Context: an optimization exercise on an open-source flow, tuned for small area and a short achievable clock period. The choices shown serve that exercise and are no tape-out recipe.
Function was checked by simulation only, so behaviour that the tests miss may differ from the original.
Power and IR drop assume default switching activity.

## config.mk

```make
export PLATFORM = sky130hd
export DESIGN_NAME = mc_fifo_top
export DESIGN_NICKNAME = mc_fifo_top
export VERILOG_FILES = /design/flow/design.v
export SDC_FILE = /design/flow/constraint.sdc
export NUM_CORES = 4
export LEC_CHECK = 0
export CAP_MARGIN = 20
export CELL_PAD_IN_SITES_DETAIL_PLACEMENT = 1
export CELL_PAD_IN_SITES_GLOBAL_PLACEMENT = 1
export CORE_MARGIN = 2
export CORE_UTILIZATION = 52
export CTS_CLUSTER_DIAMETER = 80
export CTS_CLUSTER_SIZE = 30
export PLACE_DENSITY = 0.62
export SETUP_SLACK_MARGIN = 2.3
export SLEW_MARGIN = 20
export SYNTH_HIERARCHICAL = 1
export SYNTH_MINIMUM_KEEP_SIZE = 0
```

## constraint.sdc

```tcl
create_clock -name core_clock -period 4.5 [get_ports {CLK}]
set_input_delay 0.9000 -clock core_clock [delete_from_list [all_inputs] [get_ports {CLK}]]
set_output_delay 0.9000 -clock core_clock [all_outputs]
set_load 0.01 [all_outputs]
```

## design.v

```verilog
`default_nettype none
module mc_fifo_top (input  wire        CLK,
                    input  wire        RST,
                    input  wire        enq,
                    input  wire [2:0]  enq_idx,
                    input  wire        deq,
                    input  wire [2:0]  deq_idx,
                    input  wire [31:0] din,
                    output wire [31:0] dot,
                    output wire [7:0]  emp,
                    output wire [7:0]  full);
  MULTI_CHANNEL_FIFO #(.C_LOG(3), .FIFO_SIZE(3), .FIFO_WIDTH(32))
  u_fifo (.CLK(CLK), .RST(RST),
          .enq(enq), .enq_idx(enq_idx),
          .deq(deq), .deq_idx(deq_idx),
          .din(din), .dot(dot), .emp(emp), .full(full));
endmodule
`default_nettype wire

`default_nettype none
module MULTI_CHANNEL_FIFO #(parameter                    C_LOG      = 2,   
                            parameter                    FIFO_SIZE  = 2,   
                            parameter                    FIFO_WIDTH = 32)
                           (input  wire                  CLK,
                            input  wire                  RST,
                            input  wire                  enq,
                            input  wire [C_LOG-1:0]      enq_idx,
                            input  wire                  deq,
                            input  wire [C_LOG-1:0]      deq_idx,
                            input  wire [FIFO_WIDTH-1:0] din,
                            output reg  [FIFO_WIDTH-1:0] dot,
                            output wire [(1<<C_LOG)-1:0] emp,
                            output wire [(1<<C_LOG)-1:0] full);
  localparam NCH = 1 << C_LOG;
  localparam DEP = 1 << FIFO_SIZE;
  localparam W   = FIFO_WIDTH;
  reg ph;
  always @(posedge CLK) ph <= RST ? 1'b0 : ~ph;
  wire [W-1:0] dinx = din ^ {W{ph}};
  reg  [NCH*DEP*W-1:0] mem;    
  reg  [NCH*DEP-1:0]   occ;    
  wire [NCH-1:0]   rsel;       
  wire [NCH*W-1:0] heads;      
  genvar c, k;
  generate
    for (c = 0; c < NCH; c = c + 1) begin: ch
      wire pop  = deq & (deq_idx == c);
      wire push = enq & (enq_idx == c);
      assign rsel[c] = (deq_idx == c);
      assign heads[c*W +: W] = mem[(c*DEP)*W +: W];
      wire [DEP-1:0] occ_nx;    
      OUTREG #(.W(2)) u_flags (.CLK(CLK), .d({occ_nx[DEP-1], ~occ_nx[0]}), .q({full[c], emp[c]}));
      for (k = 0; k < DEP; k = k + 1) begin: pos
        wire occ_k  = (k == 0)     ? ~occ[c*DEP] : occ[c*DEP+k];
        wire occ_up = (k == DEP-1) ? 1'b0 : (k == DEP-2) ? occ[c*DEP+k+1] : occ[c*DEP+k+1];
        wire occ_dn = (k == 0)     ? 1'b1 : (k == 1) ? ~occ[c*DEP] : occ[c*DEP+k-1];
        wire nx = pop & occ_up;
        wire hd = ~pop & occ_k;
        wire wr = ~(nx | hd);
        wire [W-1:0] q = mem[(c*DEP+k)*W +: W];
        wire [W-1:0] d;
        if (k == DEP-1) begin: last
          AOI22_BANK #(.W(W)) u_sel (.s0(wr), .a0(dinx), .s1(hd), .a1(q), .y(d));
        end else begin: mid
          AOI222_BANK #(.W(W)) u_sel (.s0(nx), .a0(mem[(c*DEP+k+1)*W +: W]),
                                      .s1(wr), .a1(dinx), .s2(hd), .a2(q), .y(d));
        end
        always @(posedge CLK) mem[(c*DEP+k)*W +: W] <= d;
        assign occ_nx[k] = RST                ? 1'b0   :
                           (push & ~pop)      ? occ_dn :
                           (pop & ~push)      ? occ_up : occ_k;
        always @(posedge CLK) occ[c*DEP+k] <= (k == 0) ? ~occ_nx[k] : occ_nx[k];
      end
    end
  endgenerate
  wire [W-1:0] rdata;
  AO8_BANK #(.W(W)) u_rd (.s(rsel), .a(heads), .y(rdata));
  always @(posedge CLK) dot <= rdata ^ {W{ph}};
endmodule
module OUTREG #(parameter W = 1)
               (input  wire         CLK,
                input  wire [W-1:0] d,
                output reg  [W-1:0] q);
  always @(posedge CLK) q <= d;
endmodule
module AOI222_BANK #(parameter W = 32)
                    (input  wire         s0,
                     input  wire [W-1:0] a0,
                     input  wire         s1,
                     input  wire [W-1:0] a1,
                     input  wire         s2,
                     input  wire [W-1:0] a2,
                     output wire [W-1:0] y);
  assign y = ~(({W{s0}} & a0) | ({W{s1}} & a1) | ({W{s2}} & a2));
endmodule
module AOI22_BANK #(parameter W = 32)
                   (input  wire         s0,
                    input  wire [W-1:0] a0,
                    input  wire         s1,
                    input  wire [W-1:0] a1,
                    output wire [W-1:0] y);
  assign y = ~(({W{s0}} & a0) | ({W{s1}} & a1));
endmodule
module AO8_BANK #(parameter W = 32)
                 (input  wire [7:0]     s,
                  input  wire [8*W-1:0] a,
                  output wire [W-1:0]   y);
  assign y = ({W{s[0]}} & a[0*W +: W]) | ({W{s[1]}} & a[1*W +: W]) |
             ({W{s[2]}} & a[2*W +: W]) | ({W{s[3]}} & a[3*W +: W]) |
             ({W{s[4]}} & a[4*W +: W]) | ({W{s[5]}} & a[5*W +: W]) |
             ({W{s[6]}} & a[6*W +: W]) | ({W{s[7]}} & a[7*W +: W]);
endmodule
`default_nettype wire
```

## run.sh

```bash
#!/bin/bash
# synth_recipe.tcl (not shown) runs the flow's synth.tcl, then flattens the netlist and writes it again
# the make line also repeats each setting of config.mk as NAME=value (left out here)
make -C /OpenROAD-flow-scripts/flow DESIGN_CONFIG=/design/flow/config.mk WORK_HOME=/design/flow/orfs CLKGATE_MAP_FILE= SYNTH_SCRIPT=/design/flow/synth_recipe.tcl finish
```

==> flow_summary.ini, run 1 <==
[run_status]
status = timing/DRC/antenna clean

[global_route]
grt_max_degree = 65
antenna_found_initial = 4
grt_pass1_vias = 55800
grt_first_pass_wirelength_mm = 381
grtUsageTotal_pct = 34.9
grt_overflow = 0

[sta]
hold_slack_ns = 0.442
setup_slack_ns = 2.25
slew_headroom_pct = 30.6
max_clock_freq_mhz = 445
rsz0062_at_grt = yes
tightest_slew_ns = 1.04
period_share_pct = 50.0
slew_violations = 0
fin_skew_ns = 0.0286
hold_viol = 0
setup_viol_count_final = 0
setup_tns_ns = 0
fin_crit_ns = 2.25

[placed_design]
portBuffers = 89
gp_congestion = 0.910
dp_hpwl_mm = 149
place_worst_setup_slack_ns = 0.363

[layout]
fin_nets = 5472
syn_to_final_growth_pct = 8.14
drive_gt1_share_pct = 15.0
nFillCells = 13500

[power_and_ir_drop]
power_density_mw_per_mm2 = 495
combPwrFrac_pct = 10.6
p_leak_nw = 28.9
seq_power_share_pct = 60.0
power_switching_mw = 11.1
pwr-share-clk_pct = 29.3
swShare_pct = 28.3
max-vdd-ir-drop_v = 0.000392
intPower_mw = 28.1

[synth]
synth_top_family_by_area = compound AO/OA/AOI/OAI gates
ys_seq_elements = 2161
synth.area.top_cells = dfxtp_1 59%, a222oi_1 24%, buf_6 5.7%, a22oi_1 3.9%, buf_2 1.5%
syn_area_per_cell_um2 = 13.3
yosysSeqAreaShare_pct = 59.0
syn_inst = 5521
synth_xor_area_share_pct = 0.765
synth_cell_types = 41
synth_top_cell_by_area = dfxtp_1
synthMuxAreaShare_pct = 1.15
synth_adder_area_share_pct = 0.410
syn_area_mm2 = 0.0733
yosysTopAreaCellShare_pct = 59.0
synth_compound_area_share_pct = 28.8
yosys_warnings = 8
synth.net_count = 5587
synthSimpleGateAreaFrac_pct = 2.32

[floorplan]
dieArea_mm2 = 0.144
ioPinCount = 90
die_y_um = 379
initial_core_util_pct = 52.5
die_w_um = 379
num_rows = 137
coreArea_mm2 = 0.140

[route]
drtIter0Drc = 14400
routed_wl_mm = 265
viasPerCell = 7.96
num_vias = 58500
route.detailed.wl_per_inst_um = 36.1
drc = 0
drtPass1Iterations = 13
antenna_left = 0

[worst_setup_path]
slowest_stage = a22oi_1
crit_family = buffers and inverters
critPathMaxFanout = 32
crit_path_start_kind = input pin
crit_path_cell_trace = buf_2 -> buf_8 -> and3b_1 -> buf_4 -> a22oi_1 -> nand4_1 -> xor2_1
worst_ep_arrival_time_ns = 2.87
worstSetupEndpointType = flip-flop
cp.buffers_inverters = 3
critPathKind = in -> reg
slowest_delay_ns = 0.43
crit_required_ns = 5.12

[clocking]
clock_path_buffers = 3
cts.clk_slew.worst_paths_ns = 0.11
worstSkewPairLatency_ns = 0.77
cts_made_buffers = 100
cts_root_buffer = clkbuf_16
h-tree-depth = 3
cts_tree = done
cts_num_sinks = 2161

[worst_hold_path]
hp-class = reg -> reg

[run]
maxCapViolCount = 0
layout by cell type (no fill, tap or decap), drive strengths merged, types with 6 or more instances in the layout:
cell type	synthesis	final
a222oi	1792	1792
a21oi	16	16
o21bai	8	8
o21ai	16	16
nand2	36	36
clkbuf	20	109
clkinvlp	0	6
clkdlybuf4s50	0	36
mux2	32	32
ha	24	24
a22oi	384	384
mux2i	48	48
nand4	32	32
xor2	64	65
nor2	127	146
inv	28	61
clkinv	4	23
nor2b	10	10
a211o	8	8
nor3b	11	11
dfxtp	2161	2161
buf	595	320
and2	88	106
layout make-up:
class,count,area (um2),share of cell area [%]
Inverter,32,184,0.232
Clock buffer,107,2590,3.27
Tap cell,1876,2350,2.96
Multi-Input combinational cell,2752,26500,33.4
Clock inverter,61,817,1.03
Antenna cell,4,10.0,0.0126
Sequential cell,2161,43300,54.6
Timing Repair Buffer,358,3520,4.44
Timing Repair inverter,1,7.51,0.00947
metal layers:
layer / vias to the layer above / share of wire [%] / GRT usage [%]
li1: 24200 / - / -
met1: 30600 / 40 / 46.0
met2: 3196 / 47 / 56.4
met3: 496 / 9.5 / 6.78
met4: 6 / 4.0 / 14.2
met5: - / 0.047 / 0
repair_timing:
action | CTS | global route
resized for setup | 315 | 29
pin swaps | 45 | 13
gates cloned | 38 | 2
setup endpoints to repair | 2208 | 635
hold buffers | 0 | 0
endpoints found under the hold margin | 0 | 0
buffers inserted | 58 | 10
state kept, by name, summed over array words and instances (netlist names):
register / count
u_fifo.mem: 2048
u_fifo.occ: 64
u_fifo.dot: 32
u_fifo.ch.u_flags.q: 16
u_fifo.ph: 1
per-stage QoR:
| step | std cells | power (mW) | util (%) | instance area, um2 |
|---|---|---|---|---|
| 4_1_cts | 7336 | 39.1 | 56.5 | 79000 |
| 5_1_grt | 7348 | 40.3 | 56.7 | 79200 |
| 3_5_place_dp | 7072 | 27.8 | 53.4 | 74500 |
| 2_1_floorplan | 5521 | 25.4 | - | 74700 |
| 3_3_place_gp | 7071 | 27.7 | 53.3 | 74500 |
| 6_report | 7352 | 39.2 | 56.7 | 79200 |
cell usage after synthesis, drive strengths merged:
master,n
and4b,3
nand2b,3
buf,595
nand4bb,1
a222oi,1792
nor2b,10
and3b,2
and3,1
o21bai,8
and2,88
nand2,36
ha,24
a211o,8
nor4b,1
and4,1
mux2i,48
nor3b,11
a21oi,16
inv,28
dfxtp,2161
nor2,127
nor3,3
clkinv,4
o21ai,16
clkbuf,20
a22oi,384
nand4,32
and4bb,2
xor2,64
mux2,32
logic make-up after synthesis:
| group | after synthesis |
|---|---|
| buf+inv | 647 |
| compound gates | 2224 |
| simple gates | 321 |
| flops | 2161 |
| mux | 80 |
| fa+ha+maj | 24 |
| xor+xnor | 64 |
power by group through the flow:
stage | combinational (mW) | sequential, mW | clock (mW)
6_report | 4.17 | 23.5 | 11.5
5_1_grt | 4.37 | 23.6 | 12.3
4_1_cts | 4.03 | 23.4 | 11.7
3_5_place_dp | 4.04 | 23.8 | 0
3_3_place_gp | 3.89 | 23.8 | 0
2_1_floorplan | 2.43 | 22.9 | 0
worst paths after layout:
path | startpoint | end | slack (ns) | depth (start not counted)
setup / recovery | deq_idx[0] | u_fifo.dot[28] | 2.25 | 7
hold / removal | u_fifo.mem[1532] | u_fifo.mem[1532] | 0.44 | 1
setup reg to reg | u_fifo.ph | u_fifo.mem[822] | 2.37 | 5
hold reg to reg | u_fifo.mem[1532] | u_fifo.mem[1532] | 0.44 | 1
==> run 2: changes to the inputs <==
--- a/config.mk
+++ b/config.mk
@@ -9,10 +9,10 @@
 export CELL_PAD_IN_SITES_DETAIL_PLACEMENT = 1
 export CELL_PAD_IN_SITES_GLOBAL_PLACEMENT = 1
 export CORE_MARGIN = 2
-export CORE_UTILIZATION = 52
+export CORE_UTILIZATION = 58
 export CTS_CLUSTER_DIAMETER = 80
 export CTS_CLUSTER_SIZE = 30
-export PLACE_DENSITY = 0.62
+export PLACE_DENSITY = 0.66
 export SETUP_SLACK_MARGIN = 2.3
 export SLEW_MARGIN = 20
 export SYNTH_HIERARCHICAL = 1
==> run 2 against run 1 <==
Effect of this change: largest power group unchanged; die area down 10%; critical path depth unchanged; combinational power about the same; maximum frequency down 4.8%; hold slack better by 0.0012 ns; via count up 0.66%; sequential share of layout area up 0.51 points; setup slack worse by 0.11 ns; largest cell class unchanged; still clean on timing, DRC and antenna; first-iteration DRC count up 10%; synthesized area unchanged; highest routed layer unchanged; clock-buffer cell count down 11.
==> flow_summary.ini, run 2 <==
[run_status]
status = timing/DRC/antenna clean

[worst_setup_path]
r2r-start = u_fifo.ph
r2r_cells = 5
critPathKind = in -> reg
worstReg2RegEnd = u_fifo.mem[2001]
crit_required_ns = 5.12
worstSetupEndpointType = flip-flop
rrSetupSlack_ns = 2.32
crit_path_start_kind = input pin
critPathMaxFanout = 32
worst_ep_arrival_time_ns = 2.98

[synth]
ys_top_cells_by_count = 2161 x dfxtp_1, 1792 x a222oi_1, 383 x a22oi_1, 370 x buf_6, 217 x buf_2
synth_top_family_by_area = compound AO/OA/AOI/OAI gates
syn_area_per_cell_um2 = 13.3
yosysTopAreaCellShare_pct = 59.0
synthMuxAreaShare_pct = 1.15
synth_adder_area_share_pct = 0.410
yosys_warnings = 8
synth_xor_area_share_pct = 0.765
synthSimpleGateAreaFrac_pct = 2.32
ys.flop_type = dfxtp_1
synth_compound_area_share_pct = 28.8
ys_seq_elements = 2161
synthArstFlopShare_pct = 0
synth.area.top_cells = dfxtp_1 59%, a222oi_1 24%, buf_6 5.7%, a22oi_1 3.9%, buf_2 1.5%
syn_inst = 5521
synth.most_common_cell = dfxtp_1
synth_top_cell_by_area = dfxtp_1
synth_edf_count = 0
yosysSeqAreaShare_pct = 59.0
synth.net_count = 5587
syn_area_mm2 = 0.0733
synth_cell_types = 41

[layout]
syn_to_final_growth_pct = 7.19
max_flop_register = u_fifo.mem
drive_gt1_share_pct = 15.1
fin_util_pct = 62.6
reg_top3 = u_fifo.mem x2048, u_fifo.occ x64, u_fifo.dot x32
nFillCells = 11800
layout_common_cells = 2140 x dfxtp_1, 1792 x a222oi_1, 360 x a22oi_1
multi_input_area_mm2 = 0.0265
fin_nets = 5478
final_common_cell = dfxtp_1
diodes = 0
regArea_mm2 = 0.0433
largest_reg_flops = 2048

[global_route]
grt_pass1_vias = 56300
grt_max_degree = 65
grtUsageTotal_pct = 37.6
grt_overflow = 0
antenna_found_initial = 8
grt_first_pass_wirelength_mm = 376

[sta]
tightest_slew_ns = 0.927
fin_skew_ns = 0.0306
hold_viol = 0
setup_tns_ns = 0
fin_crit_ns = 2.36
period_share_pct = 52.5
slew_violations = 0
slew_headroom_pct = 38.1
rsz0062_at_grt = yes
setup_viol_count_final = 0
max_clock_freq_mhz = 423

[route]
wl_met2_mm = 118
highest_layer = met5
antenna_left = 0
wl_met3_mm = 30.0
num_vias = 58900
met1_length_mm = 101
viasPerCell = 8.30
drtPass1Iterations = 17
route.detailed.wl_per_inst_um = 36.4
drc = 0
routed_wl_mm = 259
drtIter0Drc = 15900

[run]
maxCapViolCount = 0

[power_and_ir_drop]
max-vdd-ir-drop_v = 0.000346
p_leak_nw = 28.7
power_density_mw_per_mm2 = 483

[clocking]
worstSkewPairLatency_ns = 0.75
cts_tree = done
ctsHoldBuffers = 0
clock_path_buffers = 3
h-tree-depth = 3
cts_num_sinks = 2161
cts.clk_slew.worst_paths_ns = 0.11
cts_root_buffer = clkbuf_16
cts_made_buffers = 89

[worst_hold_path]
min_from = u_fifo.mem[2036]
hp-class = reg -> reg
holdPathStages = 1
hold_end = u_fifo.mem[2036]

[floorplan]
dieArea_mm2 = 0.129
num_rows = 130
die_y_um = 359
die_w_um = 359
coreArea_mm2 = 0.126
ioPinCount = 90
initial_core_util_pct = 58.4

[placed_design]
dp_hpwl_mm = 147
portBuffers = 89
gp_congestion = 0.942
==> run 2: changes by cell type in the layout (fill, tap and decap cells not counted), moves of 6 or more <==
| cell | previous run | this run |
|---|---|---|
| a22oi_1 | 373 | 360 |
| a22oi_2 | 11 | 24 |
| buf_4 | 189 | 199 |
| buf_6 | 22 | 32 |
| clkbuf_16 | 103 | 94 |
| inv_6 | 14 | 5 |
| inv_8 | 11 | 4 |
| clkinv_8 | 14 | 8 |
| dfxtp_1 | 2146 | 2140 |
==> run 2: worst max path at each step <==
stage | slack [ns] | depth (start not counted) | endpoint | from
2_1_floorplan | 1.91 | 2 | u_fifo.mem[1025] | din[1]
6_report | 2.14 | 7 | u_fifo.dot[28] | deq_idx[2]
5_1_grt | 2.28 | 1 | dot[26] | u_fifo.dot[26]
3_3_place_gp | 0.73 | 9 | u_fifo.mem[1418] | deq_idx[2]
4_1_cts | 2.29 | 1 | dot[22] | u_fifo.dot[22]
3_5_place_dp | 0.66 | 9 | u_fifo.mem[1425] | deq_idx[0]
==> run 2: kinds of logic after synthesis <==
| kind of cell | after synthesis |
|---|---|
| AO/OA/AOI/OAI | 2224 |
| flip-flops | 2161 |
| buffers and inverters | 647 |
| AND/OR/NAND/NOR | 321 |
| multiplexers | 80 |
| XOR/XNOR | 64 |
| adder cells (fa/ha/maj) | 24 |
==> run 2: what timing repair did <==
action	CTS	global route
pin swaps	44	25
endpoints found under the setup margin	2202	1033
gates cloned	30	3
gates resized for setup	366	47
setup buffers	55	29
endpoints found under the hold margin	0	0
==> run 2: layout make-up <==
cell class              instances  area share (%)
flip-flops and latches       2161            55.1
multi-input cells            2744            33.7
repair buffers                383            4.82
clock buffers                  96            2.98
well taps                    1650            2.63
clock inverters                28           0.457
inverters                      32           0.234
repair inverters                1         0.00956
==> run 2: metal layers <==
metal  vias to the layer above  track usage, %
li1                      24200               -
met2                      3755            59.1
met3                       506            8.48
met5                         -           0.629
met4                        12            13.6
met1                     30400            50.8
==> run 2: stage by stage <==
stage | setup WS [ns] | instances | cell area (um2) | hold WS, ns | power [mW]
4_1_cts | 2.29 | 7063 | 78000 | 0.446 | 37.6
5_1_grt | 2.28 | 7095 | 78500 | 0.457 | 38.9
3_5_place_dp | 0.655 | 6854 | 74100 | 0.429 | 27.7
2_1_floorplan | 1.91 | 5521 | 74700 | 0.414 | 25.4
6_report | 2.14 | 7095 | 78500 | 0.443 | 37.9
3_3_place_gp | 0.731 | 6852 | 74100 | 0.423 | 27.5
==> run 2: power by group <==
part	switching [mW]	internal (mW)
Sequential	1.90	21.6
Clock	6.21	4.00
Combinational	2.37	1.82
Total	10.5	27.4
==> run 2: critical path, cell delays in order <==
cell     delay (ns)
buf_2          0.22
buf_12         0.19
nor3_2         0.05
buf_4          0.25
a22oi_2        0.45
nand4_1        0.54
xor2_1         0.32

## re-timing with driven ports
How much do the figures lean on ideal ports? The routed layouts below were timed once more, with nothing changed but the port constraints. Step 1 assumes that a clkbuf_16 drives the clock port and a buf_2 every other input. Step 2 adds t to the input delays and takes it off the output delays; t is the mean of the earliest and latest rising clock arrival at the registers after step 1. Input paths then give back, and output paths get back, about the clock's delay inside the block. Three values: ideal ports, drivers, drivers and shift; two values: the first two.
| run | shift t [ns] | setup WS [ns] | pins driven straight from the clock port |
|---|---|---|---|
| run 1 | 0.837 | 2.251 / 2.250 / 1.452 | 1 |
| run 2 | 0.819 | 2.138 / 2.191 / 1.372 | 1 |
After both steps every run listed still meets setup and hold. For run 1, which loses most, drivers alone change the setup slack by -0.001 ns; drivers and shift together by -0.799 ns.
